Source: an optimization exercise on an open RTL-to-GDS flow (aim: a short achievable clock period and few clock cycles). Production flows keep margins and buffers that such runs may drop.
In this exercise RTL edits were held to simulation tests only and were not proved equivalent to the original.

==> v10: inputs <==
Design ysyx_040729_CPU, start of the top module:
module ysyx_040729_CPU #(
    parameter DATA_WIDTH = 64,
    parameter ADDR_WIDTH = 32,
    parameter INST_WIDTH = 32,
    parameter REG_ADDR_W = 5,
    parameter RESET_ADDR = 64'h80000000,
    parameter RESET_INST = 32'h00000013
)(
  input  clock,
  input  reset,
  output fence_o,
  output                      mem_valid,
  input                       mem_ready,
  input   [DATA_WIDTH-1:0]    mem_data_read,
  output  [DATA_WIDTH-1:0]    mem_data_write,
  output  [ADDR_WIDTH-1:0]    mem_addr,
  output  [2:0]               mem_size,
  output                      mem_wen,
  output                      if_valid,
  input                       if_ready,
  input   [INST_WIDTH-1:0]    if_data_read,
  output  [ADDR_WIDTH-1:0]    if_addr
);
==> flow/config.mk <==
export PLATFORM = sky130hd
export DESIGN_NAME = ysyx_040729_CPU
export DESIGN_NICKNAME = ysyx_040729_CPU
export VERILOG_FILES = /design/flow/design.v
export SDC_FILE = /design/flow/constraint.sdc
export NUM_CORES = 8
export LEC_CHECK = 0
export ABC_CLOCK_PERIOD_IN_PS = 16000
export CAP_MARGIN = 40
export CORE_MARGIN = 2
export CORE_UTILIZATION = 30
export SETUP_SLACK_MARGIN = 1.0
export SLEW_MARGIN = 40
==> flow/constraint.sdc <==
create_clock -name core_clock -period 22.0 [get_ports {clock}]
set_input_delay 4.4000 -clock core_clock [delete_from_list [all_inputs] [get_ports {clock}]]
set_output_delay 4.4000 -clock core_clock [all_outputs]
set_load 0.01 [all_outputs]
standard.sh (not shown) runs the stock make flow with config.mk's settings and CLKGATE_MAP_FILE= SYNTH_SCRIPT=/design/flow/synth_recipe.tcl, a recipe that flattens the netlist after the stock synthesis.
==> flow/flow/run.sh <==
#!/bin/bash
# Standard synthesis, then the standard ORFS layout with timing repair aimed
# below the clock period (larger setup slack margin) and ports buffered with
# buf_4 cells, with cell sizing not limited to the same footprint. Each tool's output goes to its own log file in the work folder.
set -euo pipefail
bash standard.sh synth > synth.log 2>&1
bash standard.sh SETUP_SLACK_MARGIN=16 TNS_END_PERCENT=100 MATCH_CELL_FOOTPRINT=0 \
  "BUFFER_PORTS_ARGS=-buffer_cell sky130_fd_sc_hd__buf_4" finish > layout.log 2>&1
==> inputs of v15, as changes to v10 <==
==> flow/run.sh (new file) <==
#!/bin/bash
# synth_recipe.tcl (not shown) runs the flow's synth.tcl, then flattens the netlist and writes it again
# the make line also repeats each setting of config.mk as NAME=value (left out here)
make -C /OpenROAD-flow-scripts/flow DESIGN_CONFIG=/design/flow/config.mk WORK_HOME=/design/flow/orfs CLKGATE_MAP_FILE= SYNTH_SCRIPT=/design/flow/synth_recipe.tcl finish
removed: flow/flow/run.sh
removed: flow/standard.sh
==> summary of the runs <==
In synthesized cell count, v10 and v15 do not differ. Area after synthesis is the same in v15 and v10. v10 aborted during global routing (5_1_grt) (GRT-0232). v15 completed without violations.
==> figures <==
Chip Width: v15 935.8 µm; v10 935.8 µm
Post-CTS setup-driven buffer insertion count: v15 3; v10 932
Area share of the largest cell type after synthesis: v15 0.2361; v10 0.2361
Register bit total from synthesis: v15 3,817; v10 3,817
Post-synth ARST share: v15 0; v10 0
Cell total after placement: v15 43,441; v10 42,702
Result of the run: v15 complete, no violations; v10 stopped before the end
Stage where the flow stopped: v15 -; v10 global routing (5_1_grt)
# rows: v15 342; v10 342
Post-detail-place hpwl: v15 1,482,000 µm; v10 1,478,000 µm
Total clock buffers created by CTS: v15 446; v10 452
Cell type with the highest aggregate area in the netlist: v15 edfxtp_1; v10 edfxtp_1
Starting Density: v15 0.3006; v10 0.3006
Netlist area before placement: v15 260,500 µm²; v10 260,500 µm²
Root buffer cell: v15 clkbuf_16; v10 clkbuf_16
Minimum setup slack after placement: v15 -2.109 ns; v10 -0.8614 ns
Adder-cell share of the synthesized area: v15 0.03981; v10 0.03981
Post-synth EDFFs: v15 2,048; v10 2,048
Post-detailed-placement cell area: v15 292,100 µm²; v10 289,700 µm²
Netlist cell types: v15 118; v10 118
Routability congestion estimate: v15 1.143; v10 1.137
# resized after CTS: v15 45; v10 3,034
Testbench counts of v10, summed over its fixed seeds: cycles 1,669,400.
Testbench counts of v15, summed over its fixed seeds: cycles 1,669,400.

-- separate check: timing with driven ports --
Ports are ideal in the flow. The routed layout listed here was re-timed in OpenROAD. Step 1 (the two cells are an assumption about what drives the block):
set clk [get_ports {clock}]
set_driving_cell -lib_cell sky130_fd_sc_hd__clkbuf_16 $clk
set_driving_cell -lib_cell sky130_fd_sc_hd__buf_2 [delete_from_list [all_inputs] $clk]
Step 2 times the ports against the registers' clock, not the clock port: input delays grow and output delays shrink by t, the midpoint of the rising clock arrivals with the driver on. Three values: no drivers, after step 1, after step 2; two values: the first two.
run: v15
t (ns): 1.276
slack for setup (ns): 1.081 / 1.201 / -0.076
worst setup path after step 2: input to register
worst slew at a driven data input, ns: 0.14
Met with ideal ports but missed after step 2: setup timing in v15. The setup slack of v15 moves by +0.120 ns with the drivers and by -1.157 ns with both steps.
